From an optimization exercise on the open Yosys and OpenROAD flow, aimed at small area, a short achievable clock period and few clock cycles per item; shortcuts taken in it are not production practice. No run shown here included a check of the RTL's function; only the layout flow was run. Power is estimated from default activity; no workload was simulated.

<file path="flow/design.v">
module fa (input a, input b, input c, output s, output co);
    assign s = a ^ b ^ c;
    assign co = (a & b) | (a & c) | (b & c);
endmodule
module ha (input a, input b, output s, output c);
    assign s = a ^ b;
    assign c = a & b;
endmodule
module expression_solver
(
    input clk,
    input rst,
    input start,
    input [7:0] X,
    input [15:0] A,
    input [15:0] B,
    input [15:0] C,
    output [15:0] result,
    output zero,
    output overflow,
    output completed
);
    reg busy;          
    reg done;          
    reg [15:0] S0, S1;
    always @(posedge clk or posedge rst)
    begin
        if (rst) begin
            busy <= 1'b0;
            done <= 1'b0;
        end else begin
            if (start) busy <= 1'b1;
            done <= busy;
        end
    end
    wire [15:0] p, g;
    ha ha_0 (S0[0], S1[0], p[0], g[0]);
    ha ha_1 (S0[1], S1[1], p[1], g[1]);
    ha ha_2 (S0[2], S1[2], p[2], g[2]);
    ha ha_3 (S0[3], S1[3], p[3], g[3]);
    ha ha_4 (S0[4], S1[4], p[4], g[4]);
    ha ha_5 (S0[5], S1[5], p[5], g[5]);
    ha ha_6 (S0[6], S1[6], p[6], g[6]);
    ha ha_7 (S0[7], S1[7], p[7], g[7]);
    ha ha_8 (S0[8], S1[8], p[8], g[8]);
    ha ha_9 (S0[9], S1[9], p[9], g[9]);
    ha ha_10 (S0[10], S1[10], p[10], g[10]);
    ha ha_11 (S0[11], S1[11], p[11], g[11]);
    ha ha_12 (S0[12], S1[12], p[12], g[12]);
    ha ha_13 (S0[13], S1[13], p[13], g[13]);
    ha ha_14 (S0[14], S1[14], p[14], g[14]);
    ha ha_15 (S0[15], S1[15], p[15], g[15]);
    wire [15:0] G0 = {g[15:1], g[0] | p[0]};
    wire [15:0] P0 = {p[15:1], 1'b0};
    wire [15:0] G1 = {G0[15:1] | (P0[15:1] & G0[14:0]), G0[0:0]};
    wire [15:0] P1 = {P0[15:1] & P0[14:0], P0[0:0]};
    wire [15:0] G2 = {G1[15:2] | (P1[15:2] & G1[13:0]), G1[1:0]};
    wire [15:0] P2 = {P1[15:2] & P1[13:0], P1[1:0]};
    wire [15:0] G3 = {G2[15:4] | (P2[15:4] & G2[11:0]), G2[3:0]};
    wire [15:0] P3 = {P2[15:4] & P2[11:0], P2[3:0]};
    wire [15:0] G4 = {G3[15:8] | (P3[15:8] & G3[7:0]), G3[7:0]};
    wire [15:0] P4 = {P3[15:8] & P3[7:0], P3[7:0]};
    wire [15:0] T = p ^ ~{G4[14:0], 1'b1};
    wire [15:0] m = busy ? T : A;
    wire [7:0] x = done ? 8'd1 : X;
    wire [15:0] kn = ~(done ? 16'd0 : busy ? C : B);
    wire pp_0_0 = ~(x[0] & m[0]);
    wire pp_0_1 = ~(x[0] & m[1]);
    wire pp_0_2 = ~(x[0] & m[2]);
    wire pp_0_3 = ~(x[0] & m[3]);
    wire pp_0_4 = ~(x[0] & m[4]);
    wire pp_0_5 = ~(x[0] & m[5]);
    wire pp_0_6 = ~(x[0] & m[6]);
    wire pp_0_7 = ~(x[0] & m[7]);
    wire pp_0_8 = ~(x[0] & m[8]);
    wire pp_0_9 = ~(x[0] & m[9]);
    wire pp_0_10 = ~(x[0] & m[10]);
    wire pp_0_11 = ~(x[0] & m[11]);
    wire pp_0_12 = ~(x[0] & m[12]);
    wire pp_0_13 = ~(x[0] & m[13]);
    wire pp_0_14 = ~(x[0] & m[14]);
    wire pp_0_15 = ~(x[0] & m[15]);
    wire pp_1_0 = ~(x[1] & m[0]);
    wire pp_1_1 = ~(x[1] & m[1]);
    wire pp_1_2 = ~(x[1] & m[2]);
    wire pp_1_3 = ~(x[1] & m[3]);
    wire pp_1_4 = ~(x[1] & m[4]);
    wire pp_1_5 = ~(x[1] & m[5]);
    wire pp_1_6 = ~(x[1] & m[6]);
    wire pp_1_7 = ~(x[1] & m[7]);
    wire pp_1_8 = ~(x[1] & m[8]);
    wire pp_1_9 = ~(x[1] & m[9]);
    wire pp_1_10 = ~(x[1] & m[10]);
    wire pp_1_11 = ~(x[1] & m[11]);
    wire pp_1_12 = ~(x[1] & m[12]);
    wire pp_1_13 = ~(x[1] & m[13]);
    wire pp_1_14 = ~(x[1] & m[14]);
    wire pp_2_0 = ~(x[2] & m[0]);
    wire pp_2_1 = ~(x[2] & m[1]);
    wire pp_2_2 = ~(x[2] & m[2]);
    wire pp_2_3 = ~(x[2] & m[3]);
    wire pp_2_4 = ~(x[2] & m[4]);
    wire pp_2_5 = ~(x[2] & m[5]);
    wire pp_2_6 = ~(x[2] & m[6]);
    wire pp_2_7 = ~(x[2] & m[7]);
    wire pp_2_8 = ~(x[2] & m[8]);
    wire pp_2_9 = ~(x[2] & m[9]);
    wire pp_2_10 = ~(x[2] & m[10]);
    wire pp_2_11 = ~(x[2] & m[11]);
    wire pp_2_12 = ~(x[2] & m[12]);
    wire pp_2_13 = ~(x[2] & m[13]);
    wire pp_3_0 = ~(x[3] & m[0]);
    wire pp_3_1 = ~(x[3] & m[1]);
    wire pp_3_2 = ~(x[3] & m[2]);
    wire pp_3_3 = ~(x[3] & m[3]);
    wire pp_3_4 = ~(x[3] & m[4]);
    wire pp_3_5 = ~(x[3] & m[5]);
    wire pp_3_6 = ~(x[3] & m[6]);
    wire pp_3_7 = ~(x[3] & m[7]);
    wire pp_3_8 = ~(x[3] & m[8]);
    wire pp_3_9 = ~(x[3] & m[9]);
    wire pp_3_10 = ~(x[3] & m[10]);
    wire pp_3_11 = ~(x[3] & m[11]);
    wire pp_3_12 = ~(x[3] & m[12]);
    wire pp_4_0 = ~(x[4] & m[0]);
    wire pp_4_1 = ~(x[4] & m[1]);
    wire pp_4_2 = ~(x[4] & m[2]);
    wire pp_4_3 = ~(x[4] & m[3]);
    wire pp_4_4 = ~(x[4] & m[4]);
    wire pp_4_5 = ~(x[4] & m[5]);
    wire pp_4_6 = ~(x[4] & m[6]);
    wire pp_4_7 = ~(x[4] & m[7]);
    wire pp_4_8 = ~(x[4] & m[8]);
    wire pp_4_9 = ~(x[4] & m[9]);
    wire pp_4_10 = ~(x[4] & m[10]);
    wire pp_4_11 = ~(x[4] & m[11]);
    wire pp_5_0 = ~(x[5] & m[0]);
    wire pp_5_1 = ~(x[5] & m[1]);
    wire pp_5_2 = ~(x[5] & m[2]);
    wire pp_5_3 = ~(x[5] & m[3]);
    wire pp_5_4 = ~(x[5] & m[4]);
    wire pp_5_5 = ~(x[5] & m[5]);
    wire pp_5_6 = ~(x[5] & m[6]);
    wire pp_5_7 = ~(x[5] & m[7]);
    wire pp_5_8 = ~(x[5] & m[8]);
    wire pp_5_9 = ~(x[5] & m[9]);
    wire pp_5_10 = ~(x[5] & m[10]);
    wire pp_6_0 = ~(x[6] & m[0]);
    wire pp_6_1 = ~(x[6] & m[1]);
    wire pp_6_2 = ~(x[6] & m[2]);
    wire pp_6_3 = ~(x[6] & m[3]);
    wire pp_6_4 = ~(x[6] & m[4]);
    wire pp_6_5 = ~(x[6] & m[5]);
    wire pp_6_6 = ~(x[6] & m[6]);
    wire pp_6_7 = ~(x[6] & m[7]);
    wire pp_6_8 = ~(x[6] & m[8]);
    wire pp_6_9 = ~(x[6] & m[9]);
    wire pp_7_0 = ~(x[7] & m[0]);
    wire pp_7_1 = ~(x[7] & m[1]);
    wire pp_7_2 = ~(x[7] & m[2]);
    wire pp_7_3 = ~(x[7] & m[3]);
    wire pp_7_4 = ~(x[7] & m[4]);
    wire pp_7_5 = ~(x[7] & m[5]);
    wire pp_7_6 = ~(x[7] & m[6]);
    wire pp_7_7 = ~(x[7] & m[7]);
    wire pp_7_8 = ~(x[7] & m[8]);
    wire s1, c2;
    fa fa_s1 (pp_0_5, pp_1_4, pp_2_3, s1, c2);
    wire s3, c4;
    fa fa_s3 (pp_0_6, pp_1_5, pp_2_4, s3, c4);
    wire s5, c6;
    fa fa_s5 (pp_3_3, pp_4_2, pp_5_1, s5, c6);
    wire s7, c8;
    fa fa_s7 (pp_0_7, pp_1_6, pp_2_5, s7, c8);
    wire s9, c10;
    fa fa_s9 (pp_3_4, pp_4_3, pp_5_2, s9, c10);
    wire s11, c12;
    fa fa_s11 (pp_6_1, pp_7_0, kn[7], s11, c12);
    wire s13, c14;
    fa fa_s13 (pp_0_8, pp_1_7, pp_2_6, s13, c14);
    wire s15, c16;
    fa fa_s15 (pp_3_5, pp_4_4, pp_5_3, s15, c16);
    wire s17, c18;
    fa fa_s17 (pp_6_2, pp_7_1, kn[8], s17, c18);
    wire s19, c20;
    fa fa_s19 (pp_0_9, pp_1_8, pp_2_7, s19, c20);
    wire s21, c22;
    fa fa_s21 (pp_3_6, pp_4_5, pp_5_4, s21, c22);
    wire s23, c24;
    fa fa_s23 (pp_6_3, pp_7_2, kn[9], s23, c24);
    wire s25, c26;
    fa fa_s25 (pp_0_10, pp_1_9, pp_2_8, s25, c26);
    wire s27, c28;
    fa fa_s27 (pp_3_7, pp_4_6, pp_5_5, s27, c28);
    wire s29, c30;
    fa fa_s29 (pp_6_4, pp_7_3, kn[10], s29, c30);
    wire s31, c32;
    fa fa_s31 (pp_0_11, pp_1_10, pp_2_9, s31, c32);
    wire s33, c34;
    fa fa_s33 (pp_3_8, pp_4_7, pp_5_6, s33, c34);
    wire s35, c36;
    fa fa_s35 (pp_6_5, pp_7_4, kn[11], s35, c36);
    wire s37, c38;
    fa fa_s37 (pp_0_12, pp_1_11, pp_2_10, s37, c38);
    wire s39, c40;
    fa fa_s39 (pp_3_9, pp_4_8, pp_5_7, s39, c40);
    wire s41, c42;
    fa fa_s41 (pp_6_6, pp_7_5, kn[12], s41, c42);
    wire s43, c44;
    fa fa_s43 (pp_0_13, pp_1_12, pp_2_11, s43, c44);
    wire s45, c46;
    fa fa_s45 (pp_3_10, pp_4_9, pp_5_8, s45, c46);
    wire s47, c48;
    fa fa_s47 (pp_6_7, pp_7_6, kn[13], s47, c48);
    wire s49, c50;
    fa fa_s49 (pp_0_14, pp_1_13, pp_2_12, s49, c50);
    wire s51, c52;
    fa fa_s51 (pp_3_11, pp_4_10, pp_5_9, s51, c52);
    wire s53, c54;
    fa fa_s53 (pp_6_8, pp_7_7, kn[14], s53, c54);
    wire s55 = pp_0_15 ^ pp_1_14 ^ pp_2_13;
    wire s56 = pp_3_12 ^ pp_4_11 ^ pp_5_10;
    wire s57 = pp_6_9 ^ pp_7_8 ^ kn[15];
    wire s58, c59;
    fa fa_s58 (pp_0_3, pp_1_2, pp_2_1, s58, c59);
    wire s60, c61;
    fa fa_s60 (pp_0_4, pp_1_3, pp_2_2, s60, c61);
    wire s62, c63;
    fa fa_s62 (pp_3_1, pp_4_0, kn[4], s62, c63);
    wire s64, c65;
    fa fa_s64 (pp_3_2, pp_4_1, pp_5_0, s64, c65);
    wire h66, c67;
    fa fa_h66 (kn[5], s1, 1'b1, h66, c67);
    wire s68, c69;
    fa fa_s68 (pp_6_0, kn[6], c2, s68, c69);
    wire h70, c71;
    fa fa_h70 (s3, s5, 1'b1, h70, c71);
    wire s72, c73;
    fa fa_s72 (c4, c6, s7, s72, c73);
    wire h74, c75;
    fa fa_h74 (s9, s11, 1'b1, h74, c75);
    wire s76, c77;
    fa fa_s76 (c10, c8, s13, s76, c77);
    wire s78, c79;
    fa fa_s78 (s15, c12, s17, s78, c79);
    wire s80, c81;
    fa fa_s80 (c14, c16, s19, s80, c81);
    wire s82, c83;
    fa fa_s82 (s21, c18, s23, s82, c83);
    wire s84, c85;
    fa fa_s84 (c20, c22, s25, s84, c85);
    wire s86, c87;
    fa fa_s86 (s27, c24, s29, s86, c87);
    wire s88, c89;
    fa fa_s88 (c26, c28, s31, s88, c89);
    wire s90, c91;
    fa fa_s90 (s33, c30, s35, s90, c91);
    wire s92, c93;
    fa fa_s92 (c32, c34, s37, s92, c93);
    wire s94, c95;
    fa fa_s94 (s39, c36, s41, s94, c95);
    wire s96, c97;
    fa fa_s96 (c38, c40, s43, s96, c97);
    wire s98, c99;
    fa fa_s98 (s45, c42, s47, s98, c99);
    wire s100, c101;
    fa fa_s100 (c44, c46, s49, s100, c101);
    wire s102, c103;
    fa fa_s102 (s51, c48, s53, s102, c103);
    wire s104 = c50 ^ c52 ^ s55;
    wire s105 = s56 ^ c54 ^ s57;
    wire s106, c107;
    fa fa_s106 (pp_0_2, pp_1_1, pp_2_0, s106, c107);
    wire s108, c109;
    fa fa_s108 (pp_3_0, kn[3], s58, s108, c109);
    wire s110, c111;
    fa fa_s110 (c59, s60, s62, s110, c111);
    wire s112, c113;
    fa fa_s112 (c61, s64, c63, s112, c113);
    wire s114, c115;
    fa fa_s114 (c65, c67, s68, s114, c115);
    wire s116, c117;
    fa fa_s116 (c69, c71, s72, s116, c117);
    wire s118, c119;
    fa fa_s118 (c73, s76, c75, s118, c119);
    wire s120, c121;
    fa fa_s120 (c77, s80, c79, s120, c121);
    wire s122, c123;
    fa fa_s122 (c81, s84, c83, s122, c123);
    wire s124, c125;
    fa fa_s124 (c85, s88, c87, s124, c125);
    wire s126, c127;
    fa fa_s126 (c89, s92, c91, s126, c127);
    wire s128, c129;
    fa fa_s128 (c93, s96, c95, s128, c129);
    wire s130, c131;
    fa fa_s130 (c97, s100, c99, s130, c131);
    wire s132 = c101 ^ s104 ^ c103;
    wire s133, c134;
    fa fa_s133 (pp_0_1, pp_1_0, kn[1], s133, c134);
    wire h135, c136;
    fa fa_h135 (kn[2], s106, 1'b1, h135, c136);
    wire h137, c138;
    fa fa_h137 (c107, s108, 1'b1, h137, c138);
    wire h139, c140;
    fa fa_h139 (c109, s110, 1'b1, h139, c140);
    wire s141, c142;
    fa fa_s141 (h66, c111, s112, s141, c142);
    wire s143, c144;
    fa fa_s143 (c113, h70, s114, s143, c144);
    wire s145, c146;
    fa fa_s145 (h74, c115, s116, s145, c146);
    wire s147, c148;
    fa fa_s147 (s78, c117, s118, s147, c148);
    wire s149, c150;
    fa fa_s149 (s82, c119, s120, s149, c150);
    wire s151, c152;
    fa fa_s151 (s86, c121, s122, s151, c152);
    wire s153, c154;
    fa fa_s153 (s90, c123, s124, s153, c154);
    wire s155, c156;
    fa fa_s155 (s94, c125, s126, s155, c156);
    wire s157, c158;
    fa fa_s157 (s98, c127, s128, s157, c158);
    wire s159, c160;
    fa fa_s159 (s102, c129, s130, s159, c160);
    wire s161 = s105 ^ c131 ^ s132;
    wire [15:0] n0 = {c160, c158, c156, c154, c152, c150, c148, c146, c144, c142, c140, c138, c136, c134, s133, pp_0_0};
    wire [15:0] n1 = {s161, s159, s157, s155, s153, s151, s149, s147, s145, s143, s141, h139, h137, h135, 1'b1, kn[0]};
    always @(posedge clk)
    begin
        S0 <= n0;
        S1 <= n1;
    end
    assign result = T;
    assign zero = ~|T;
    assign completed = done;
    assign overflow = 1'b0;
endmodule
</file>
<file path="flow/flow/run.sh">
#!/bin/bash
# The standard layout, with the port buffers made from the smallest buffer
# (buf_1) instead of the delay buffer buffer_ports picks by default; the
# resizer still upsizes them where timing, slew or load ask for it.
set -euo pipefail
export BUFFER_PORTS_ARGS="-buffer_cell sky130_fd_sc_hd__buf_1"
bash standard.sh > standard_finish.log 2>&1
</file>
<file path="flow/standard.sh">
#!/bin/bash
# synth_recipe.tcl (not shown) runs the flow's synth.tcl, then flattens the netlist and writes it again
# the make line also repeats each setting of config.mk as NAME=value (left out here)
make -C /OpenROAD-flow-scripts/flow DESIGN_CONFIG=/design/flow/config.mk WORK_HOME=/design/flow/orfs CLKGATE_MAP_FILE= SYNTH_SCRIPT=/design/flow/synth_recipe.tcl "${@:-finish}"
</file>
<file path="flow/config.mk">
export PLATFORM = sky130hd
export DESIGN_NAME = expression_solver
export DESIGN_NICKNAME = expression_solver
export VERILOG_FILES = /design/flow/design.v
export SDC_FILE = /design/flow/constraint.sdc
export NUM_CORES = 4
export LEC_CHECK = 0
export CAP_MARGIN = 20
export CORE_MARGIN = 2
export CORE_UTILIZATION = 40
export SETUP_SLACK_MARGIN = 5
export SLEW_MARGIN = 20
export SYNTH_HIERARCHICAL = 1
export SYNTH_MINIMUM_KEEP_SIZE = 0
</file>
<file path="flow/constraint.sdc">
create_clock -name core_clock -period 11.0 [get_ports {clk}]
set_input_delay 2.2000 -clock core_clock [delete_from_list [all_inputs] [get_ports {clk}]]
set_output_delay 2.2000 -clock core_clock [all_outputs]
set_load 0.01 [all_outputs]
</file>
==> results of run 1 <==
-- modules after synthesis (local to each module, per instance) --
module / cells inside / flops+latches / copies in the design / cell area, µm²
expression_solver: 340 / 33 / 1 / 2380
fa: 1 / 0 / 77 / 20.0
ha: 1 / 0 / 16 / 12.5
-- state kept, by name (all words and copies together), names as in the netlist --
register  cells
S0           16
done          1
busy          1
S1           15
-- critical path: cells and delay by family --
kind,cells,cell delay [ps]
buf+inv,1,70
fa+ha+maj,3,1380
xor+xnor,8,1560
simple gates,2,700
-- metrics by stage --
step	power (µW)	util, %	area (µm²)	setup slack (ps)
floorplan	927	-	4140	5080
global placement	1240	44.9	4550	4320
detailed placement	1250	44.9	4550	4180
CTS	1390	46.5	4710	5000
global route	1570	47.0	4760	5030
finish	1430	47.0	4760	5240
-- power by group --
group / internal, µW / total, µW / switching [µW]
combinational: 397 / 1130 / 734
sequential: 166 / 178 / 11.9
clock: 73.9 / 118 / 44.4
-- layer usage --
layer  wire, µm  global-route usage (%)  up-vias
li1           -                       -     1549
met1       4870                    28.7     1647
met2       4840                    31.1      124
met3        528                    2.72       21
met4        255                    6.38        0
met5          0                       0        -
-- area by class of cell --
type                            count  area [µm²]  share of cell area, %
Multi-Input combinational cell    373        3420                   71.8
Sequential cell                    33         672                   14.1
Timing Repair Buffer               82         330                   6.94
Tap cell                          136         170                   3.57
Clock buffer                        7        86.3                   1.81
Inverter                           15        56.3                   1.18
Clock inverter                      1        30.0                  0.631
-- how the worst max path moves through the flow --
| stage | from | end | slack [ps] | cells past startpoint |
|---|---|---|---|---|
| 5_1_grt | S0[0] | S1[15] | 5030 | 21 |
| 3_3_place_gp | X[1] | S1[15] | 4320 | 14 |
| 6_report | X[5] | S1[15] | 5240 | 14 |
| 3_5_place_dp | X[1] | S1[15] | 4180 | 14 |
| 4_1_cts | S0[0] | S1[15] | 5000 | 21 |
| 2_1_floorplan | X[0] | S1[15] | 5080 | 15 |
-- placed cells by master, fill, tap and decap left out, types with 2 or more instances in the layout --
cell type / netlist / layout
xor2_1: 12 / 12
mux2i_1: 16 / 16
nor2_1: 29 / 26
nor2b_4: 0 / 2
mux2_2: 2 / 2
a21oi_4: 1 / 3
o21ai_0: 11 / 11
a21o_1: 2 / 2
a211oi_1: 5 / 4
nand2b_1: 2 / 2
dfxtp_1: 31 / 31
conb_1: 2 / 8
nand3_1: 5 / 5
ha_1: 17 / 17
a21oi_1: 17 / 14
inv_1: 15 / 15
o21ai_1: 2 / 2
buf_4: 1 / 6
xnor3_1: 2 / 2
o21a_1: 2 / 2
nor4_1: 2 / 2
clkbuf_8: 0 / 6
nand2_1: 99 / 99
buf_1: 4 / 76
o211ai_1: 7 / 7
xnor2_1: 10 / 10
nor2_2: 0 / 3
nor2b_1: 9 / 3
fa_1: 77 / 76
or2_2: 19 / 19
nor2b_2: 0 / 4
a21oi_2: 1 / 2
o31ai_1: 3 / 3
-- logic make-up (layout without fill, tap and decap cells) --
logic type	Yosys count	in the layout
flip-flops	33	33
buffers and inverters	33	105
multiplexers	18	18
AND/OR/NAND/NOR	171	171
AO/OA/AOI/OAI	58	58
adder cells (fa/ha/maj)	94	94
other	2	8
XOR/XNOR	24	24
-- repair_timing --
item	CTS	global route
setup buffers	0	3
cloned	0	0
setup endpoints to repair	1	1
pin swaps	1	8
gates resized for setup	14	6
==> metrics.cfg, run 1 <==
[drt]
wl_per_cell_um = 16.2
num_vias = 3341
drtIter0Drc = 245
viasPerCell = 5.16
drt_wl_total_mm = 10.5
drc_errors = 0
ant_nets = 0
drt_pass1_iterations = 5

[worst_hold_path]
hold_end = S1[0]
holdPathStages = 2
holdCritStartpoint = done
min_path_type = reg2reg

[place]
gp_congestion = 0.916
port_buffers = 76
dp.cells = 636
place_hpwl_mm = 8.43

[yosys]
synth.largest_area_cell = fa_1
synth_top_area_share_pct = 37.4
netlist_instances = 433
synth_compound_area_share_pct = 9.51
synth-seq-cells = 33
synth_edf_count = 0
muxShareOfSynthArea_pct = 4.43
ys_top_cells_by_area = fa_1, dfxtp_1, nand2_1
yosys-top-cells-count = nand2_1, fa_1, dfxtp_1
syn-cell-area_um2 = 4120
synth.avg_cell_area_um2 = 9.51
synth_most_common_cell = nand2_1
synth-xor-area-share_pct = 5.77
synth_simple_gate_area_share_pct = 18.1
ys.flop_type = dfxtp_1
yosysUniqueCellTypes = 43
synthAdderAreaFrac_pct = 42.6
synth_top_family_by_area = adder cells
yosysWarnings = 7
yosysSeqAreaShare_pct = 16.3
synth_async_sr_flop_share_pct = 6.06

[floorplan]
io_pins = 78
core_um2 = 10100
start_util_pct = 40.6
dieArea_um2 = 11100
die_w_um = 105
fp.dieH_um = 105
core.rowCount = 37

[final_layout]
layout.cells.non_filler = 647
drive_gt1_share_pct = 11.0
final.fill_count = 986
n_antenna_cell = 0
synthToLayoutAreaGrowth_pct = 15.6
nets = 663

[grt]
grt.total_usage_pct = 19.9
grt_max_degree = 52
grt_pass1_wl_mm = 17.4
grt_pass1_vias = 3386
antenna_found_initial = 0
grt_overflow = 0

[timing]
period_share_pct = 52.4
max_freq_mhz = 173
setup_viol = 0
hold_ws_ps = 831
worst_slew_pin_slew_ps = 860
hold_viol_final = 0
maxSlewViolCount = 0
slew_headroom_pct = 42.6
min_period_ps = 5760
fin_setup_tns_ps = 0
rsz0062_at_grt = false
clock_skew_ps = 5.64

[clock_network]
cts_buffers = 5
clk_path_buf_depth = 2
clkTransAtPathRegs_ps = 70
htree_num_levels = 2
cts-hold-fix-buffers = 0
root_buffer = clkbuf_8
cts_sinks = 33
clk-insertion-delay-late_ps = 280
cts_tree = done

[worst_setup_path]
crit_path_frequent_cell = xnor2_1
r2r-end = S1[15]
path_cells = buf_1 -> nor2b_2 -> nand2_1 -> fa_1 -> fa_1 -> fa_1 -> xnor2_1 -> xnor2_1 -> xnor2_1 -> xnor2_1 -> xnor3_1 -> xnor2_1 -> xnor3_1 -> xnor2_1
r2r_cells = 21
cpPeakStageDelay_ps = 550
cp-end-kind = register
critPathSlowestCell = nor2b_2
startpoint_type = input pin
critPathArrivalTime_ps = 5930
cp.required_ps = 11160
worstSetupPathType = in2reg
r2r_start = S0[0]
r2r_setup_slack_ps = 5270
cp_max_fo = 11

[power_and_ir_drop]
pwr_density_cell_nw_per_um2 = 300
vdd_drop_max_mv = 0.166
total_leakage_power_uw = 0.00152

[job]
maxCapViolCount = 0

[run_status]
status = no timing/DRC/antenna violations

==> run 2: changes to the inputs <==
--- a/flow/design.v
+++ b/flow/design.v
@@ -63,6 +63,6 @@
     wire [15:0] T = p ^ ~{G4[14:0], 1'b1};
     wire [15:0] m = busy ? T : A;
-    wire [7:0] x = done ? 8'd1 : X;
-    wire [15:0] kn = ~(done ? 16'd0 : busy ? C : B);
+    wire [7:0] x = X;
+    wire [15:0] kn = ~(busy ? C : B);
     wire pp_0_0 = ~(x[0] & m[0]);
     wire pp_0_1 = ~(x[0] & m[1]);
@@ -219,117 +219,126 @@
     wire s53, c54;
     fa fa_s53 (pp_6_8, pp_7_7, kn[14], s53, c54);
-    wire s55 = pp_0_15 ^ pp_1_14 ^ pp_2_13;
-    wire s56 = pp_3_12 ^ pp_4_11 ^ pp_5_10;
-    wire s57 = pp_6_9 ^ pp_7_8 ^ kn[15];
-    wire s58, c59;
-    fa fa_s58 (pp_0_3, pp_1_2, pp_2_1, s58, c59);
-    wire s60, c61;
-    fa fa_s60 (pp_0_4, pp_1_3, pp_2_2, s60, c61);
-    wire s62, c63;
-    fa fa_s62 (pp_3_1, pp_4_0, kn[4], s62, c63);
-    wire s64, c65;
-    fa fa_s64 (pp_3_2, pp_4_1, pp_5_0, s64, c65);
-    wire h66, c67;
-    fa fa_h66 (kn[5], s1, 1'b1, h66, c67);
-    wire s68, c69;
-    fa fa_s68 (pp_6_0, kn[6], c2, s68, c69);
-    wire h70, c71;
-    fa fa_h70 (s3, s5, 1'b1, h70, c71);
-    wire s72, c73;
-    fa fa_s72 (c4, c6, s7, s72, c73);
-    wire h74, c75;
-    fa fa_h74 (s9, s11, 1'b1, h74, c75);
-    wire s76, c77;
-    fa fa_s76 (c10, c8, s13, s76, c77);
-    wire s78, c79;
-    fa fa_s78 (s15, c12, s17, s78, c79);
-    wire s80, c81;
-    fa fa_s80 (c14, c16, s19, s80, c81);
-    wire s82, c83;
-    fa fa_s82 (s21, c18, s23, s82, c83);
-    wire s84, c85;
-    fa fa_s84 (c20, c22, s25, s84, c85);
-    wire s86, c87;
-    fa fa_s86 (s27, c24, s29, s86, c87);
-    wire s88, c89;
-    fa fa_s88 (c26, c28, s31, s88, c89);
-    wire s90, c91;
-    fa fa_s90 (s33, c30, s35, s90, c91);
-    wire s92, c93;
-    fa fa_s92 (c32, c34, s37, s92, c93);
-    wire s94, c95;
-    fa fa_s94 (s39, c36, s41, s94, c95);
-    wire s96, c97;
-    fa fa_s96 (c38, c40, s43, s96, c97);
-    wire s98, c99;
-    fa fa_s98 (s45, c42, s47, s98, c99);
-    wire s100, c101;
-    fa fa_s100 (c44, c46, s49, s100, c101);
-    wire s102, c103;
-    fa fa_s102 (s51, c48, s53, s102, c103);
-    wire s104 = c50 ^ c52 ^ s55;
-    wire s105 = s56 ^ c54 ^ s57;
-    wire s106, c107;
-    fa fa_s106 (pp_0_2, pp_1_1, pp_2_0, s106, c107);
-    wire s108, c109;
-    fa fa_s108 (pp_3_0, kn[3], s58, s108, c109);
-    wire s110, c111;
-    fa fa_s110 (c59, s60, s62, s110, c111);
-    wire s112, c113;
-    fa fa_s112 (c61, s64, c63, s112, c113);
-    wire s114, c115;
-    fa fa_s114 (c65, c67, s68, s114, c115);
-    wire s116, c117;
-    fa fa_s116 (c69, c71, s72, s116, c117);
-    wire s118, c119;
-    fa fa_s118 (c73, s76, c75, s118, c119);
-    wire s120, c121;
-    fa fa_s120 (c77, s80, c79, s120, c121);
-    wire s122, c123;
-    fa fa_s122 (c81, s84, c83, s122, c123);
-    wire s124, c125;
-    fa fa_s124 (c85, s88, c87, s124, c125);
-    wire s126, c127;
-    fa fa_s126 (c89, s92, c91, s126, c127);
-    wire s128, c129;
-    fa fa_s128 (c93, s96, c95, s128, c129);
-    wire s130, c131;
-    fa fa_s130 (c97, s100, c99, s130, c131);
-    wire s132 = c101 ^ s104 ^ c103;
+    wire s55, c56;
+    fa fa_s55 (pp_0_15, pp_1_14, pp_2_13, s55, c56);
+    wire s57, c58;
+    fa fa_s57 (pp_3_12, pp_4_11, pp_5_10, s57, c58);
+    wire s59, c60;
+    fa fa_s59 (pp_6_9, pp_7_8, kn[15], s59, c60);
+    wire s61, c62;
+    fa fa_s61 (pp_0_3, pp_1_2, pp_2_1, s61, c62);
+    wire s63, c64;
+    fa fa_s63 (pp_0_4, pp_1_3, pp_2_2, s63, c64);
+    wire s65, c66;
+    fa fa_s65 (pp_3_1, pp_4_0, kn[4], s65, c66);
+    wire s67, c68;
+    fa fa_s67 (pp_3_2, pp_4_1, pp_5_0, s67, c68);
+    wire h69, c70;
+    fa fa_h69 (kn[5], s1, 1'b1, h69, c70);
+    wire s71, c72;
+    fa fa_s71 (pp_6_0, kn[6], c2, s71, c72);
+    wire h73, c74;
+    fa fa_h73 (s3, s5, 1'b1, h73, c74);
+    wire s75, c76;
+    fa fa_s75 (c4, c6, s7, s75, c76);
+    wire h77, c78;
+    fa fa_h77 (s9, s11, 1'b1, h77, c78);
+    wire s79, c80;
+    fa fa_s79 (c10, c8, s13, s79, c80);
+    wire s81, c82;
+    fa fa_s81 (s15, c12, s17, s81, c82);
+    wire s83, c84;
+    fa fa_s83 (c14, c16, s19, s83, c84);
+    wire s85, c86;
+    fa fa_s85 (s21, c18, s23, s85, c86);
+    wire s87, c88;
+    fa fa_s87 (c20, c22, s25, s87, c88);
+    wire s89, c90;
+    fa fa_s89 (s27, c24, s29, s89, c90);
+    wire s91, c92;
+    fa fa_s91 (c26, c28, s31, s91, c92);
+    wire s93, c94;
+    fa fa_s93 (s33, c30, s35, s93, c94);
+    wire s95, c96;
+    fa fa_s95 (c32, c34, s37, s95, c96);
+    wire s97, c98;
+    fa fa_s97 (s39, c36, s41, s97, c98);
+    wire s99, c100;
+    fa fa_s99 (c38, c40, s43, s99, c100);
+    wire s101, c102;
+    fa fa_s101 (s45, c42, s47, s101, c102);
+    wire s103, c104;
+    fa fa_s103 (c44, c46, s49, s103, c104);
+    wire s105, c106;
+    fa fa_s105 (s51, c48, s53, s105, c106);
+    wire s107, c108;
+    fa fa_s107 (c50, c52, s55, s107, c108);
+    wire s109, c110;
+    fa fa_s109 (s57, c54, s59, s109, c110);
+    wire s111, c112;
+    fa fa_s111 (pp_0_2, pp_1_1, pp_2_0, s111, c112);
+    wire s113, c114;
+    fa fa_s113 (pp_3_0, kn[3], s61, s113, c114);
+    wire s115, c116;
+    fa fa_s115 (c62, s63, s65, s115, c116);
+    wire s117, c118;
+    fa fa_s117 (c64, s67, c66, s117, c118);
+    wire s119, c120;
+    fa fa_s119 (c68, c70, s71, s119, c120);
+    wire s121, c122;
+    fa fa_s121 (c72, c74, s75, s121, c122);
+    wire s123, c124;
+    fa fa_s123 (c76, s79, c78, s123, c124);
+    wire s125, c126;
+    fa fa_s125 (c80, s83, c82, s125, c126);
+    wire s127, c128;
+    fa fa_s127 (c84, s87, c86, s127, c128);
+    wire s129, c130;
+    fa fa_s129 (c88, s91, c90, s129, c130);
+    wire s131, c132;
+    fa fa_s131 (c92, s95, c94, s131, c132);
     wire s133, c134;
-    fa fa_s133 (pp_0_1, pp_1_0, kn[1], s133, c134);
-    wire h135, c136;
-    fa fa_h135 (kn[2], s106, 1'b1, h135, c136);
-    wire h137, c138;
-    fa fa_h137 (c107, s108, 1'b1, h137, c138);
-    wire h139, c140;
-    fa fa_h139 (c109, s110, 1'b1, h139, c140);
-    wire s141, c142;
-    fa fa_s141 (h66, c111, s112, s141, c142);
-    wire s143, c144;
-    fa fa_s143 (c113, h70, s114, s143, c144);
-    wire s145, c146;
-    fa fa_s145 (h74, c115, s116, s145, c146);
+    fa fa_s133 (c96, s99, c98, s133, c134);
+    wire s135, c136;
+    fa fa_s135 (c100, s103, c102, s135, c136);
+    wire s137, c138;
+    fa fa_s137 (c104, s107, c106, s137, c138);
+    wire s139, c140;
+    fa fa_s139 (pp_0_1, pp_1_0, kn[1], s139, c140);
+    wire h141, c142;
+    fa fa_h141 (kn[2], s111, 1'b1, h141, c142);
+    wire h143, c144;
+    fa fa_h143 (c112, s113, 1'b1, h143, c144);
+    wire h145, c146;
+    fa fa_h145 (c114, s115, 1'b1, h145, c146);
     wire s147, c148;
-    fa fa_s147 (s78, c117, s118, s147, c148);
+    fa fa_s147 (h69, c116, s117, s147, c148);
     wire s149, c150;
-    fa fa_s149 (s82, c119, s120, s149, c150);
+    fa fa_s149 (c118, h73, s119, s149, c150);
     wire s151, c152;
-    fa fa_s151 (s86, c121, s122, s151, c152);
+    fa fa_s151 (h77, c120, s121, s151, c152);
     wire s153, c154;
-    fa fa_s153 (s90, c123, s124, s153, c154);
+    fa fa_s153 (s81, c122, s123, s153, c154);
     wire s155, c156;
-    fa fa_s155 (s94, c125, s126, s155, c156);
+    fa fa_s155 (s85, c124, s125, s155, c156);
     wire s157, c158;
-    fa fa_s157 (s98, c127, s128, s157, c158);
+    fa fa_s157 (s89, c126, s127, s157, c158);
     wire s159, c160;
-    fa fa_s159 (s102, c129, s130, s159, c160);
-    wire s161 = s105 ^ c131 ^ s132;
-    wire [15:0] n0 = {c160, c158, c156, c154, c152, c150, c148, c146, c144, c142, c140, c138, c136, c134, s133, pp_0_0};
-    wire [15:0] n1 = {s161, s159, s157, s155, s153, s151, s149, s147, s145, s143, s141, h139, h137, h135, 1'b1, kn[0]};
+    fa fa_s159 (s93, c128, s129, s159, c160);
+    wire s161, c162;
+    fa fa_s161 (s97, c130, s131, s161, c162);
+    wire s163, c164;
+    fa fa_s163 (s101, c132, s133, s163, c164);
+    wire s165, c166;
+    fa fa_s165 (s105, c134, s135, s165, c166);
+    wire s167, c168;
+    fa fa_s167 (s109, c136, s137, s167, c168);
+    wire [15:0] n0 = {c166, c164, c162, c160, c158, c156, c154, c152, c150, c148, c146, c144, c142, c140, s139, pp_0_0};
+    wire [15:0] n1 = {s167, s165, s163, s161, s159, s157, s155, s153, s151, s149, s147, h145, h143, h141, 1'b1, kn[0]};
     always @(posedge clk)
     begin
-        S0 <= n0;
-        S1 <= n1;
+        if (!done) begin
+            S0 <= n0;
+            S1 <= n1;
+        end
     end
     assign result = T;
==> metrics.cfg, run 2 <==
[run_status]
status = no timing/DRC/antenna violations  ; unchanged

[place]
place_worst_setup_slack_ps = 5550  ; was 4180 ps
gp_congestion = 0.840  ; was 0.916
place_hpwl_mm = 8.54  ; was 8.43 mm
post_dp_cell_area_um2 = 4670  ; was 4550 µm²
port_buffers = 76  ; unchanged

[drt]
viasPerCell = 5.19  ; was 5.16
drt_pass1_iterations = 5  ; unchanged
wl_met3_um = 569  ; was 528 µm
wl_met1_mm = 4.87  ; about the same
wl_per_cell_um = 17.5  ; was 16.2 µm
dr_wl_met2_mm = 5.02  ; was 4.84 mm
drtIter0Drc = 222  ; was 245
drt_wl_total_mm = 10.6  ; was 10.5 mm
num_vias = 3145  ; was 3,341
ant_nets = 0  ; unchanged
drc_errors = 0  ; unchanged
top_layer = met4  ; unchanged

[yosys]
yosysUniqueCellTypes = 43  ; unchanged
yosysSeqAreaShare_pct = 23.1  ; was 16.3%
synth_async_sr_flop_share_pct = 6.06  ; unchanged
synth-seq-cells = 33  ; unchanged
synth_top_area_share_pct = 39.6  ; was 37.4%
synth_edf_count = 31  ; was 0
syn-cell-area_um2 = 4250  ; was 4120 µm²
synth_most_common_cell = nand2_1  ; unchanged
synth.largest_area_cell = fa_1  ; unchanged
synth.avg_cell_area_um2 = 10.7  ; was 9.51 µm²
yosysWarnings = 7  ; unchanged
ys.flop_type = edfxtp_1  ; was dfxtp_1
ys_top_cells_by_area = fa_1, edfxtp_1, nand2_1  ; was fa_1, dfxtp_1, nand2_1
netlist_instances = 396  ; was 433
yosys-top-cells-count = nand2_1, fa_1, edfxtp_1  ; was nand2_1, fa_1, dfxtp_1

[final_layout]
drive_gt1_share_pct = 4.89  ; was 11.0%
synthToLayoutAreaGrowth_pct = 11.7  ; was 15.6%
final_common_cell = nand2_1  ; unchanged
design_area_um2 = 4740  ; was 4760 µm²
final_cell_mix = nand2_1, fa_1, buf_1  ; unchanged
top_register = S0  ; unchanged
n_antenna_cell = 0  ; unchanged
largest_registers = S0 x16, S1 x15  ; unchanged
fin_util_pct = 45.9  ; was 47.0%
nets = 630  ; was 663
largest_reg_flops = 16  ; unchanged
final.fill_count = 1008  ; was 986

[timing]
setup_viol = 0  ; unchanged
rsz0062_at_grt = false  ; unchanged
clock_skew_ps = 8.41  ; was 5.64 ps
period_share_pct = 50.0  ; was 52.4%
worst_slew_pin_slew_ps = 952  ; was 860 ps
max_freq_mhz = 182  ; was 173 MHz
fin_setup_tns_ps = 0  ; unchanged
slew_headroom_pct = 36.6  ; was 42.6%
maxSlewViolCount = 0  ; unchanged
hold_viol_final = 0  ; unchanged
min_period_ps = 5500  ; was 5760 ps
worst_slack_ps = 5500  ; was 5240 ps

[worst_setup_path]
critPathArrivalTime_ps = 3300  ; was 5930 ps
worstSetupPathType = reg2out  ; was in2reg
crit_path_start = S0[0]  ; was X[5]
cp_max_fo = 5  ; was 11
path_cells = ha_1 -> or2_2 -> ha_1 -> o211ai_1 -> a21oi_1 -> o31a_1 -> a21oi_2 -> nand4_1 -> nor4_1 -> nand4_1 -> nor4_1 -> buf_1  ; was buf_1 -> nor2b_2 -> nand2_1 -> fa_1 -> fa_1 -> fa_1 -> xnor2_1 -> xnor2_1 -> xnor2_1 -> xnor2_1 -> xnor3_1 -> xnor2_1 -> xnor3_1 -> xnor2_1
critPathSlowestCell = edfxtp_1  ; was nor2b_2
startpoint_type = register  ; was input pin
r2r_cells = 15  ; was 21
cpPeakStageDelay_ps = 390  ; was 550 ps
cp-end-kind = output pin  ; was register
cp.required_ps = 8800  ; was 11,160 ps
r2r_start = S0[0]  ; unchanged

[worst_hold_path]
holdCritStartpoint = busy  ; was done
holdPathStages = 1  ; was 2
min_path_type = reg2reg  ; unchanged

[floorplan]
core.rowCount = 37  ; unchanged
fp.dieH_um = 107  ; was 105 µm
dieArea_um2 = 11500  ; was 11,100 µm²
die_w_um = 107  ; was 105 µm
io_pins = 78  ; unchanged
core_um2 = 10300  ; was 10,100 µm²
start_util_pct = 41.1  ; was 40.6%

[grt]
grt_pass1_vias = 3382  ; was 3,386
grt_pass1_wl_mm = 17.4  ; about the same
grt_max_degree = 42  ; was 52
grt.total_usage_pct = 20.0  ; was 19.9%
grt_overflow = 0  ; unchanged
antenna_found_initial = 0  ; unchanged

[clock_network]
cts_sinks = 33  ; unchanged
ctsResizeCount = 0  ; was 14
cts_tree = done  ; unchanged
clk-insertion-delay-late_ps = 300  ; was 280 ps
cts_setup_buffers = 0  ; unchanged
cts-hold-fix-buffers = 0  ; unchanged
root_buffer = clkbuf_8  ; unchanged
htree_num_levels = 2  ; unchanged
cts_buffers = 5  ; unchanged
clkTransAtPathRegs_ps = 60  ; was 70 ps
clk_path_buf_depth = 2  ; unchanged

[job]
maxCapViolCount = 0  ; unchanged

[power_and_ir_drop]
vdd_drop_max_mv = 0.0393  ; was 0.166 mV
pwr_density_cell_nw_per_um2 = 77.1  ; was 300 nW/µm²
total_leakage_power_uw = 0.00179  ; was 0.00152 µW

## run 2: changes by cell type after synthesis, moves of 4 or more
cell      before  now
clkbuf_1      13    9
o211ai_1       7    2
o21ai_0       11    5
nor2_1        29   20
fa_1          77   84
xor2_1        12    6
nand2_1       99  106
nor2b_1        9    0
or2_2         19    3
a211oi_1       5    1
edfxtp_1       0   31
nor3_1         1    5
xnor2_1       10    6
dfxtp_1       31    0
## run 2: layout make-up
cell class	instances	area, µm²	share of cell area (%)
clock buffer	6	72.6	1.53
clock inverter	1	3.75	0.0792
inverter	15	56.3	1.19
multi-input combinational	338	3160	66.7
sequential	33	982	20.7
tap	136	170	3.59
timing repair buffer	77	293	6.17
## run 2: logic make-up after synthesis
| group | Yosys count | synth area share, % |
|---|---|---|
| AO/OA/AOI/OAI | 43 | 6.78 |
| XOR/XNOR | 12 | 2.48 |
| adder cells (fa/ha/maj) | 101 | 44.6 |
| buffers and inverters | 31 | 2.89 |
| flip-flops | 33 | 23.1 |
| multiplexers | 21 | 5.10 |
| other | 2 | 0.177 |
| AND/OR/NAND/NOR | 153 | 14.9 |
## run 2: power breakdown
part,internal (µW),total [µW],switching (µW)
Sequential,151,151,0.000000000000211
Clock,42.6,86.6,44.0
Combinational,57.0,128,70.9
## run 2: worst paths after layout
check                      endpoint  slack (ps)
max                            zero        5500
min                            done         800
max reg2reg                  S1[14]        5830
min reg2reg                    done         800
max in group asynchronous      busy        9160
min in group asynchronous      done        1720
## run 2: per-module statistics from Yosys (local to each module, per instance)
module / cell area [µm²] / cells / copies in the design
expression_solver: 2360 / 296 / 1
ha: 12.5 / 1 / 16
fa: 20.0 / 1 / 84
## run 2: per-stage QoR
step                      instances  hold WS [ps]  power (µW)
after detailed placement        599           803         283
after global placement          599           794         277
final                           606           799         366
after CTS                       606           811         369
after global routing            606           841         392
after floorplan                 402           417         240
## run 2: layer usage
metal,GRT usage [%],vias to the layer above
met1,28.9,1591
met4,5.94,0
met2,31.8,99
met3,2.25,12
met5,0,-
li1,-,1443
## run 2: critical path, delay by kind of cell, from the launching register on
kind | cells | cell delay [ps]
AOI/OAI and AO/OA | 4 | 810
adders and majority gates | 2 | 550
buffers and inverters | 1 | 180
DFF | 1 | 390
and+or+nand+nor | 5 | 1070
==> run 3: changes to the inputs <==
--- a/flow/design.v
+++ b/flow/design.v
@@ -343,5 +343,5 @@
     end
     assign result = T;
-    assign zero = ~|T;
+    assign zero = ~p[0] & (&(p[15:1] ^ g[14:0]));
     assign completed = done;
     assign overflow = 1'b0;
==> metrics.cfg, run 3 <==
[yosys]
ys_top_cells_by_area = fa_1, edfxtp_1, nand2_1  ; unchanged
netlist_instances = 426  ; was 396
synth_compound_area_share_pct = 9.37  ; was 6.78%
synth_async_sr_flop_share_pct = 6.06  ; unchanged
syn-cell-area_um2 = 4670  ; was 4250 µm²
synth_most_common_cell = nand2_1  ; unchanged
muxShareOfSynthArea_pct = 5.54  ; was 5.10%
yosysUniqueCellTypes = 50  ; was 43
synthAdderAreaFrac_pct = 44.0  ; was 44.6%
synth_edf_count = 31  ; unchanged
synth_top_family_by_area = adder cells  ; unchanged
ys.flop_type = edfxtp_1  ; unchanged
yosysWarnings = 7  ; unchanged
synth-seq-cells = 33  ; unchanged
synth.avg_cell_area_um2 = 11.0  ; was 10.7 µm²
synth.largest_area_cell = fa_1  ; unchanged
yosysSeqAreaShare_pct = 21.0  ; was 23.1%
synth_top_area_share_pct = 36.0  ; was 39.6%
synth_simple_gate_area_share_pct = 15.3  ; was 14.9%
yosys-top-cells-count = nand2_1, fa_1, edfxtp_1  ; unchanged
synth-xor-area-share_pct = 2.44  ; was 2.48%

[drt]
ant_nets = 0  ; unchanged
drt_wl_total_mm = 11.7  ; was 10.6 mm
drtIter0Drc = 246  ; was 222
num_vias = 3485  ; was 3,145
wl_per_cell_um = 18.3  ; was 17.5 µm
viasPerCell = 5.43  ; was 5.19
drt_pass1_iterations = 5  ; unchanged
drc_errors = 0  ; unchanged

[timing]
setup_viol = 0  ; unchanged
min_period_ps = 5160  ; was 5500 ps
period_share_pct = 46.9  ; was 50.0%
slew_headroom_pct = 31.0  ; was 36.6%
max_freq_mhz = 194  ; was 182 MHz
worst_slew_pin_slew_ps = 1040  ; was 952 ps
clock_skew_ps = 8.87  ; was 8.41 ps
fin_setup_tns_ps = 0  ; unchanged
hold_viol_final = 0  ; unchanged
maxSlewViolCount = 0  ; unchanged
worst_slack_ps = 5840  ; was 5500 ps
rsz0062_at_grt = false  ; unchanged

[run_status]
status = no timing/DRC/antenna violations  ; unchanged

[place]
place_worst_setup_slack_ps = 5660  ; was 5550 ps
gp_congestion = 0.884  ; was 0.840
port_buffers = 76  ; unchanged
place_hpwl_mm = 9.70  ; was 8.54 mm

[worst_setup_path]
startpoint_type = register  ; unchanged
cp_max_fo = 39  ; was 5
crit_path_frequent_cell = fa_1
cp-end-kind = register  ; was output pin
cpPeakStageDelay_ps = 1020  ; was 390 ps
critPathArrivalTime_ps = 5180  ; was 3300 ps
crit_path_start = busy  ; was S0[0]
worstSetupPathType = reg2reg  ; was reg2out
path_cells = inv_1 -> or4_1 -> a21o_1 -> mux2i_1 -> o21ai_0 -> fa_1 -> fa_1 -> fa_1 -> fa_1  ; was ha_1 -> or2_2 -> ha_1 -> o211ai_1 -> a21oi_1 -> o31a_1 -> a21oi_2 -> nand4_1 -> nor4_1 -> nand4_1 -> nor4_1 -> buf_1
r2r_start = busy  ; was S0[0]
critPathSlowestCell = dfrtp_2  ; was edfxtp_1
cp.required_ps = 11020  ; was 8800 ps

[job]
maxCapViolCount = 0  ; unchanged

[final_layout]
nets = 671  ; was 630
final_cell_mix = nand2_1, fa_1, buf_1  ; unchanged
n_antenna_cell = 0  ; unchanged
largest_reg_flops = 16  ; unchanged
seq_area_um2 = 982  ; unchanged
synthToLayoutAreaGrowth_pct = 11.8  ; was 11.7%
final.fill_count = 1116  ; was 1,008
multi_input_area_um2 = 3610  ; was 3160 µm²
largest_registers = S0 x16, S1 x15  ; unchanged
final_common_cell = nand2_1  ; unchanged
top_register = S0  ; unchanged
drive_gt1_share_pct = 6.41  ; was 4.89%

[clock_network]
root_buffer = clkbuf_16  ; was clkbuf_8
clk_path_buf_depth = 2  ; unchanged
cts_buffers = 5  ; unchanged
cts-hold-fix-buffers = 0  ; unchanged
cts_sinks = 33  ; unchanged
ctsResizeCount = 0  ; unchanged
cts_setup_buffers = 0  ; unchanged
clk-insertion-delay-late_ps = 280  ; was 300 ps
clkTransAtPathRegs_ps = 60  ; about the same
cts_tree = done  ; unchanged
htree_num_levels = 2  ; unchanged

[power_and_ir_drop]
pwr_density_cell_nw_per_um2 = 79.2  ; was 77.1 nW/µm²
total_leakage_power_uw = 0.00194  ; was 0.00179 µW
p_int_uw = 291  ; was 251 µW
switching_share_pct = 29.6  ; was 31.4%
power_frac_seq_pct = 36.6  ; was 41.3%
clock_power_share_pct = 32.8  ; was 23.7%
p_sw_uw = 123  ; was 115 µW
vdd_drop_max_mv = 0.0507  ; was 0.0393 mV
p_comb_share_pct = 30.6  ; was 35.0%

[grt]
grt.total_usage_pct = 19.6  ; was 20.0%
grt_overflow = 0  ; unchanged
antenna_found_initial = 0  ; unchanged
grt_pass1_wl_mm = 19.4  ; was 17.4 mm
grt_max_degree = 40  ; was 42
grt_pass1_vias = 3740  ; was 3,382

[floorplan]
core_um2 = 11400  ; was 10,300 µm²
fp.dieH_um = 112  ; was 107 µm
dieArea_um2 = 12600  ; was 11,500 µm²
core.rowCount = 39  ; was 37
die_w_um = 112  ; was 107 µm
io_pins = 78  ; unchanged
start_util_pct = 40.9  ; was 41.1%

[worst_hold_path]
holdCritStartpoint = done  ; was busy
min_path_type = reg2reg  ; unchanged

run 3: cell types whose count changed in the layout (fill, tap and decap cells not counted), moves of 5 or more:
cell / change
ha_1: +13
inv_1: -9
a211oi_1: +5
nand3_1: -5
clkbuf_16: +5
nor2_1: -6
xnor2_1: +5
nand2_1: +9
o21ai_0: +6
a21oi_1: -11
o211ai_1: +7
clkbuf_8: -5
run 3: layer usage:
metal	track usage [%]	part of all wire, %
met3	2.86	5.7
met1	27.1	44
met4	4.39	1.2
met5	0	0
met2	33.2	49
run 3: critical path, delay by kind of cell (launching register included):
kind | cells | cell delay (ps)
buffers and inverters | 1 | 600
adders and majority gates | 4 | 1990
muxes | 1 | 260
AOI/OAI and AO/OA | 2 | 360
and+or+nand+nor | 1 | 640
DFF | 1 | 1020
run 3: worst paths after layout:
path / slack (ps) / end / depth (start not counted)
worst max-delay path: 5840 / S1[15] / 9
worst min-delay path: 870 / S1[14] / 1
worst max register to register: 5840 / S1[15] / 9
worst min register to register: 870 / S1[14] / 1
max in group asynchronous: 9150 / busy / 2
min in group asynchronous: 1730 / done / 2
run 3: cells by family after synthesis:
kind of cell               Yosys count
AOI/OAI and AO/OA                   53
muxes                               25
buffers and inverters               23
adders and majority gates          114
xor gates and xnor gates            13
and+or+nand+nor                    163
DFF                                 33
other                                2
run 3: final cells by class:
class	count	share of cell area, %
Clock inverter	3	0.335
Timing Repair Buffer	76	5.46
Tap cell	143	3.42
Sequential cell	33	18.8
Inverter	6	0.431
Clock buffer	5	2.39
Multi-Input combinational cell	376	69.2
run 3: modules after synthesis, one instance, submodules excluded:
module,cells inside,area [µm²]
expression_solver,326,2790
ha,1,12.5
fa,1,20.0
run 3: power groups by stage:
stage / sequential, µW / combinational, µW / clock, µW
global placement: 154 / 120 / 0
finish: 151 / 127 / 136
detailed placement: 154 / 129 / 0
floorplan: 154 / 87.4 / 0
global route: 151 / 149 / 142
CTS: 151 / 129 / 137
run 3: metrics by stage:
step	hold slack (ps)	area [µm²]	instances	total power, µW	utilization, %
global placement	1020	5080	634	274	44.5
global route	931	5230	642	442	45.8
finish	873	5230	642	414	45.8
detailed placement	887	5080	634	283	44.5
floorplan	369	4700	432	241	-
CTS	901	5230	642	417	45.8
==> run 4: changes to the inputs <==
--- a/flow/design.v
+++ b/flow/design.v
@@ -63,6 +63,6 @@
     wire [15:0] T = p ^ ~{G4[14:0], 1'b1};
     wire [15:0] m = busy ? T : A;
-    wire [7:0] x = X;
-    wire [15:0] kn = ~(busy ? C : B);
+    wire [7:0] x = done ? 8'd1 : X;
+    wire [15:0] kn = ~(done ? 16'd0 : busy ? C : B);
     wire pp_0_0 = ~(x[0] & m[0]);
     wire pp_0_1 = ~(x[0] & m[1]);
@@ -337,8 +337,6 @@
     always @(posedge clk)
     begin
-        if (!done) begin
-            S0 <= n0;
-            S1 <= n1;
-        end
+        S0 <= n0;
+        S1 <= n1;
     end
     assign result = T;
==> metrics.cfg, run 4 <==
[clock_network]
cts_sinks = 33  ; unchanged
clk-insertion-delay-late_ps = 270  ; was 280 ps
htree_num_levels = 2  ; unchanged
cts_tree = done  ; unchanged
clk_path_buf_depth = 2  ; unchanged
clkTransAtPathRegs_ps = 50  ; was 60 ps
root_buffer = clkbuf_16  ; unchanged
ctsResizeCount = 0  ; unchanged
cts_buffers = 5  ; unchanged
cts-hold-fix-buffers = 0  ; unchanged
cts_setup_buffers = 0  ; unchanged

[drt]
drt_wl_total_mm = 11.6  ; was 11.7 mm
drt_pass1_iterations = 5  ; unchanged
num_vias = 3627  ; was 3,485
wl_per_cell_um = 17.1  ; was 18.3 µm
drtIter0Drc = 291  ; was 246
ant_nets = 0  ; unchanged
drc_errors = 0  ; unchanged
viasPerCell = 5.37  ; was 5.43

[power_and_ir_drop]
total_leakage_power_uw = 0.00160  ; was 0.00194 µW
p_int_uw = 714  ; was 291 µW
power_frac_seq_pct = 11.3  ; was 36.6%
clock_power_share_pct = 8.2  ; was 32.8%
switching_share_pct = 54.6  ; was 29.6%
vdd_drop_max_mv = 0.252  ; was 0.0507 mV
p_sw_uw = 860  ; was 123 µW
p_comb_share_pct = 80.4  ; was 30.6%
pwr_density_cell_nw_per_um2 = 305  ; was 79.2 nW/µm²

[final_layout]
top_register = S0  ; unchanged
synthToLayoutAreaGrowth_pct = 12.0  ; was 11.8%
final_cell_mix = nand2_1, fa_1, buf_1  ; unchanged
nets = 705  ; was 671
n_antenna_cell = 0  ; unchanged
final.fill_count = 1131  ; was 1,116
largest_registers = S0 x16, S1 x15  ; unchanged
final_common_cell = nand2_1  ; unchanged
drive_gt1_share_pct = 10.7  ; was 6.41%
largest_reg_flops = 16  ; unchanged

[worst_hold_path]
holdPathStages = 1  ; unchanged
min_path_type = reg2reg  ; unchanged

[worst_setup_path]
crit_buf_inv = 1  ; unchanged
cp.required_ps = 11150  ; was 11,020 ps
worstSetupPathType = in2reg  ; was reg2reg
startpoint_type = input pin  ; was register
critPathArrivalTime_ps = 5470  ; was 5180 ps
crit_path_frequent_cell = fa_1  ; unchanged
critPathSlowestCell = nor2b_1  ; was dfrtp_2
crit_cells = 7  ; was 9
cp-end-kind = register  ; unchanged
r2r_cells = 12  ; was 9
cpPeakStageDelay_ps = 860  ; was 1020 ps
path_cells = buf_1 -> nor2b_1 -> o21ai_0 -> fa_1 -> fa_1 -> fa_1 -> fa_1  ; was inv_1 -> or4_1 -> a21o_1 -> mux2i_1 -> o21ai_0 -> fa_1 -> fa_1 -> fa_1 -> fa_1
cpLargestDelayFamily = adder cells  ; unchanged
cp_max_fo = 15  ; was 39

[yosys]
synth-seq-cells = 33  ; unchanged
synth_most_common_cell = nand2_1  ; unchanged
yosysUniqueCellTypes = 59  ; was 50
ys.flop_type = dfxtp_1  ; was edfxtp_1
syn-cell-area_um2 = 4610  ; was 4670 µm²
synth_top_area_share_pct = 36.5  ; was 36.0%
synth_async_sr_flop_share_pct = 6.06  ; unchanged
synth.largest_area_cell = fa_1  ; unchanged
yosysWarnings = 7  ; unchanged
ys_top_cells_by_area = fa_1, dfxtp_1, nand2_1  ; was fa_1, edfxtp_1, nand2_1
synth_edf_count = 0  ; was 31
yosysSeqAreaShare_pct = 14.5  ; was 21.0%
yosys-top-cells-count = nand2_1, fa_1, dfxtp_1  ; was nand2_1, fa_1, edfxtp_1
synth.avg_cell_area_um2 = 10.0  ; was 11.0 µm²
netlist_instances = 461  ; was 426

[timing]
worst_slew_pin_slew_ps = 1110  ; was 1040 ps
max_freq_mhz = 188  ; was 194 MHz
hold_viol_final = 0  ; unchanged
period_share_pct = 48.3  ; was 46.9%
maxSlewViolCount = 0  ; unchanged
fin_setup_tns_ps = 0  ; unchanged
slew_headroom_pct = 25.6  ; was 31.0%
min_period_ps = 5320  ; was 5160 ps
hold_ws_ps = 835  ; was 873 ps
setup_viol = 0  ; unchanged
clock_skew_ps = 5.58  ; was 8.87 ps
rsz0062_at_grt = false  ; unchanged

[floorplan]
core_um2 = 11300  ; was 11,400 µm²
start_util_pct = 40.7  ; was 40.9%
die_w_um = 111  ; was 112 µm
fp.dieH_um = 111  ; was 112 µm
dieArea_um2 = 12400  ; was 12,600 µm²
io_pins = 78  ; unchanged
core.rowCount = 39  ; unchanged

[grt]
grt_max_degree = 44  ; was 40
grt.total_usage_pct = 19.2  ; was 19.6%
grt_pass1_wl_mm = 19.2  ; was 19.4 mm
grt_overflow = 0  ; unchanged
grt_pass1_vias = 3943  ; was 3,740
antenna_found_initial = 0  ; unchanged

[place]
gp_congestion = 0.820  ; was 0.884
place_hpwl_mm = 9.73  ; was 9.70 mm
port_buffers = 76  ; unchanged

[job]
maxCapViolCount = 0  ; unchanged

[run_status]
status = no timing/DRC/antenna violations  ; unchanged

==> run 4: logic make-up (layout without fill, tap and decap cells) <==
family	count (synthesis)	after routing	share of synthesized area, %
mux	24	24	5.45
xor+xnor	11	11	2.09
other cells	2	8	0.163
compound gates	54	54	10.5
fa+ha+maj	114	114	44.6
buf+inv	22	88	2.14
flops	33	33	14.5
simple gates	201	201	20.5
==> run 4: cell type report <==
| cell class | count | area, µm² | share of cell area [%] |
|---|---|---|---|
| Multi-Input combinational cell | 412 | 3870 | 74.9 |
| Sequential cell | 33 | 672 | 13.0 |
| Timing Repair Buffer | 77 | 293 | 5.67 |
| Tap cell | 143 | 179 | 3.46 |
| Clock buffer | 5 | 125 | 2.42 |
| Clock inverter | 3 | 17.5 | 0.339 |
| Inverter | 3 | 11.3 | 0.218 |
==> run 4: per-layer routing <==
layer	global-route usage (%)	vias to the layer above	part of all wire, %
li1	-	1687	-
met1	26.7	1789	46
met2	31.6	139	47
met3	2.72	12	5.6
met4	5.43	0	1.3
met5	0	-	0
==> run 4: through the flow <==
stage / instances / power (µW) / setup WS, ps / util [%] / cell area (µm²)
6_report: 676 / 1570 / 5680 / 45.6 / 5160
3_5_place_dp: 668 / 1450 / 5470 / 44.3 / 5020
2_1_floorplan: 467 / 1090 / 6120 / - / 4630
4_1_cts: 676 / 1580 / 5750 / 45.6 / 5160
3_3_place_gp: 668 / 1410 / 5600 / 44.3 / 5020
5_1_grt: 676 / 1730 / 5580 / 45.6 / 5160
==> run 4: Yosys stat by module (local to each module, per instance) <==
module,cell area (µm²),times used,flops+latches
ha,12.5,16,0
expression_solver,2730,1,33
fa,20.0,84,0
==> run 4: path summary, 6_finish.rpt <==
kind	start	end	slack [ps]
worst min-delay path	busy	done	840
worst max register to register	S0[0]	S1[10]	6370
worst min register to register	busy	done	840
worst max-delay path	X[1]	S1[15]	5680
max in group asynchronous	rst	busy	9140
min in group asynchronous	rst	done	1740
==> run 4: power groups by stage <==
stage          Combinational (µW)  Clock [µW]  Sequential (µW)
4_1_cts                      1270         133              178
3_5_place_dp                 1270           0              181
5_1_grt                      1410         138              182
6_report                     1270         130              178
3_3_place_gp                 1230           0              181
2_1_floorplan                 909           0              177
==> run 5: changes to the inputs <==
--- a/flow/design.v
+++ b/flow/design.v
@@ -341,5 +341,5 @@
     end
     assign result = T;
-    assign zero = ~p[0] & (&(p[15:1] ^ g[14:0]));
+    assign zero = ~|T;
     assign completed = done;
     assign overflow = 1'b0;
==> metrics.cfg, run 5 <==
[drt]
dr_wl_met2_mm = 5.05  ; was 5.41 mm
top_layer = met4  ; unchanged
drtIter0Drc = 229  ; was 291
wl_met3_um = 712  ; was 648 µm
wl_per_cell_um = 16.4  ; was 17.1 µm
ant_nets = 0  ; unchanged
drt_pass1_iterations = 4  ; was 5
drt_wl_total_mm = 10.8  ; was 11.6 mm
drc_errors = 0  ; unchanged
wl_met1_mm = 4.98  ; was 5.36 mm
num_vias = 3478  ; was 3,627
viasPerCell = 5.28  ; was 5.37

[yosys]
muxShareOfSynthArea_pct = 5.14  ; was 5.45%
netlist_instances = 452  ; was 461
ys.flop_type = dfxtp_1  ; unchanged
syn-cell-area_um2 = 4400  ; was 4610 µm²
synth_top_area_share_pct = 38.2  ; was 36.5%
synth.largest_area_cell = fa_1  ; unchanged
yosys-top-cells-count = nand2_1, fa_1, dfxtp_1  ; unchanged
ys_top_cells_by_area = fa_1, dfxtp_1, nand2_1  ; unchanged
synth_compound_area_share_pct = 9.24  ; was 10.5%
synth_edf_count = 0  ; unchanged
yosysUniqueCellTypes = 66  ; was 59
synth_simple_gate_area_share_pct = 22.6  ; was 20.5%
synth_most_common_cell = nand2_1  ; unchanged
synth_top_family_by_area = adder cells  ; unchanged
synth_async_sr_flop_share_pct = 6.06  ; unchanged
synth-seq-cells = 33  ; unchanged
yosysSeqAreaShare_pct = 15.2  ; was 14.5%
synth.avg_cell_area_um2 = 9.74  ; was 10.0 µm²
synth-xor-area-share_pct = 0.966  ; was 2.09%
synthAdderAreaFrac_pct = 43.0  ; was 44.6%
yosysWarnings = 7  ; unchanged

[clock_network]
cts-hold-fix-buffers = 0  ; unchanged
clk-insertion-delay-late_ps = 270  ; about the same
cts_buffers = 5  ; unchanged
clk_path_buf_depth = 2  ; unchanged
htree_num_levels = 2  ; unchanged
cts_tree = done  ; unchanged
clkTransAtPathRegs_ps = 70  ; was 50 ps
ctsResizeCount = 0  ; unchanged
root_buffer = clkbuf_8  ; was clkbuf_16
cts_setup_buffers = 0  ; unchanged
cts_sinks = 33  ; unchanged

[timing]
worst_slack_ps = 5320  ; was 5680 ps
rsz0062_at_grt = false  ; unchanged
slew_headroom_pct = 28.5  ; was 25.6%
fin_setup_tns_ps = 0  ; unchanged
hold_viol_final = 0  ; unchanged
max_freq_mhz = 176  ; was 188 MHz
maxSlewViolCount = 0  ; unchanged
min_period_ps = 5680  ; was 5320 ps
clock_skew_ps = 7.74  ; was 5.58 ps
worst_slew_pin_slew_ps = 1070  ; was 1110 ps
setup_viol = 0  ; unchanged
period_share_pct = 51.6  ; was 48.3%

[final_layout]
final.fill_count = 1034  ; was 1,131
largest_reg_flops = 16  ; unchanged
fin_util_pct = 45.0  ; was 45.6%
drive_gt1_share_pct = 10.8  ; was 10.7%
final_common_cell = nand2_1  ; unchanged
n_antenna_cell = 0  ; unchanged
top_register = S0  ; unchanged
synthToLayoutAreaGrowth_pct = 10.4  ; was 12.0%
multi_input_area_um2 = 3600  ; was 3870 µm²
final_cell_mix = nand2_1, fa_1, buf_1  ; unchanged
nets = 678  ; was 705
seq_area_um2 = 672  ; unchanged
largest_registers = S0 x16, S1 x15  ; unchanged

[floorplan]
fp.dieH_um = 109  ; was 111 µm
core_um2 = 10800  ; was 11,300 µm²
die_w_um = 109  ; was 111 µm
start_util_pct = 40.8  ; was 40.7%
dieArea_um2 = 11900  ; was 12,400 µm²
core.rowCount = 38  ; was 39
io_pins = 78  ; unchanged

[worst_setup_path]
cp_max_fo = 5  ; was 15
critPathArrivalTime_ps = 3480  ; was 5470 ps
crit_buf_inv = 1  ; unchanged
critPathSlowestCell = o31a_2  ; was nor2b_1
path_cells = ha_1 -> or2_2 -> ha_1 -> o211a_1 -> o211a_1 -> o31a_2 -> nor4_1 -> nand4_1 -> a2111oi_1 -> and4_1 -> buf_1  ; was buf_1 -> nor2b_1 -> o21ai_0 -> fa_1 -> fa_1 -> fa_1 -> fa_1
cp-end-kind = output pin  ; was register
cp.required_ps = 8800  ; was 11,150 ps
r2r_cells = 13  ; was 12
r2r-end = S1[10]  ; unchanged
startpoint_type = register  ; was input pin
r2r_start = S0[0]  ; unchanged
worstSetupPathType = reg2out  ; was in2reg
cpLargestDelayFamily = compound AO/OA/AOI/OAI gates  ; was adder cells
r2r_setup_slack_ps = 5980  ; was 6370 ps
cpPeakStageDelay_ps = 360  ; was 860 ps

[grt]
grt_overflow = 0  ; unchanged
grt_pass1_wl_mm = 18.0  ; was 19.2 mm
grt.total_usage_pct = 19.6  ; was 19.2%
grt_pass1_vias = 3622  ; was 3,943
antenna_found_initial = 0  ; unchanged
grt_max_degree = 43  ; was 44

[worst_hold_path]
holdCritStartpoint = S1[0]  ; was busy
min_path_type = reg2reg  ; unchanged
holdPathStages = 3  ; was 1
hold_end = S0[0]  ; was done

[place]
gp_congestion = 0.895  ; was 0.820
place_hpwl_mm = 9.00  ; was 9.73 mm
port_buffers = 76  ; unchanged
place_worst_setup_slack_ps = 5540  ; was 5470 ps

[power_and_ir_drop]
pwr_density_cell_nw_per_um2 = 293  ; was 305 nW/µm²
total_leakage_power_uw = 0.00155  ; was 0.00160 µW
vdd_drop_max_mv = 0.180  ; was 0.252 mV
total_power_uw = 1420  ; was 1570 µW

[job]
maxCapViolCount = 0  ; unchanged

[run_status]
status = no timing/DRC/antenna violations  ; unchanged

run 5: cell count changes after synthesis, moves of 6 or more:
cell,previous run,this run
nand4_1,9,3
inv_1,2,13
ha_1,30,17
xnor2_1,9,3
nand3_1,8,18
nand2_1,113,99
run 5: worst max path at each step:
stage               slack, ps   from     end  cells past startpoint
global placement         5580   X[1]  S1[15]                      8
global route             5140  S0[0]    zero                     11
finish                   5320  S0[0]    zero                     11
detailed placement       5540   X[1]  S1[15]                      8
floorplan                5950  S0[0]    zero                     10
CTS                      5280  S0[0]    zero                     11
run 5: power by group:
| part | total [µW] | switching (µW) | internal (µW) |
|---|---|---|---|
| combinational | 1160 | 734 | 426 |
| sequential | 178 | 11.5 | 166 |
| clock | 85.3 | 41.5 | 43.8 |
run 5: final cells by class:
cell class	count	area share, %
Multi-Input combinational cell	389	74.0
Sequential cell	33	13.8
Timing Repair Buffer	76	5.87
Tap cell	140	3.60
Clock buffer	6	1.49
Inverter	13	1.00
Clock inverter	2	0.206
run 5: layer usage:
layer  track usage [%]  vias to the layer above
met4              3.48                        0
met3              2.63                        2
met5                 0                        -
li1                  -                     1625
met2              31.5                      110
met1              28.7                     1741
run 5: worst reg2reg max path, delay by kind of cell, from the launching register on:
family / cells / cell delay (ps)
compound gates: 2 / 660
fa+ha+maj: 6 / 2500
flops: 1 / 310
simple gates: 5 / 1400
run 5: logic make-up after synthesis:
family	after synthesis
AO/OA/AOI/OAI	48
adder cells (fa/ha/maj)	101
multiplexers	22
flip-flops	33
XOR/XNOR	4
other	2
AND/OR/NAND/NOR	206
buffers and inverters	36
run 5: per-module statistics from Yosys (local to each module, per instance):
module / flops+latches / area, µm² / copies in the design / cells
expression_solver: 33 / 2520 / 1 / 352
ha: 0 / 12.5 / 16 / 1
fa: 0 / 20.0 / 84 / 1
run 5: metrics by stage:
stage,std cells,instance area [µm²],hold slack [ps]
after global routing,659,4860,986
after detailed placement,651,4780,890
final,659,4860,894
after global placement,651,4780,897
after floorplan,458,4420,352
after CTS,659,4860,898

Setup slack of run 5, layout unchanged: 5.321 ns with ideal ports, 5.289 ns with driving cells assumed (clock clkbuf_16, inputs buf_2), 5.473 ns with port delays also shifted by the 0.301 ns mid clock arrival.
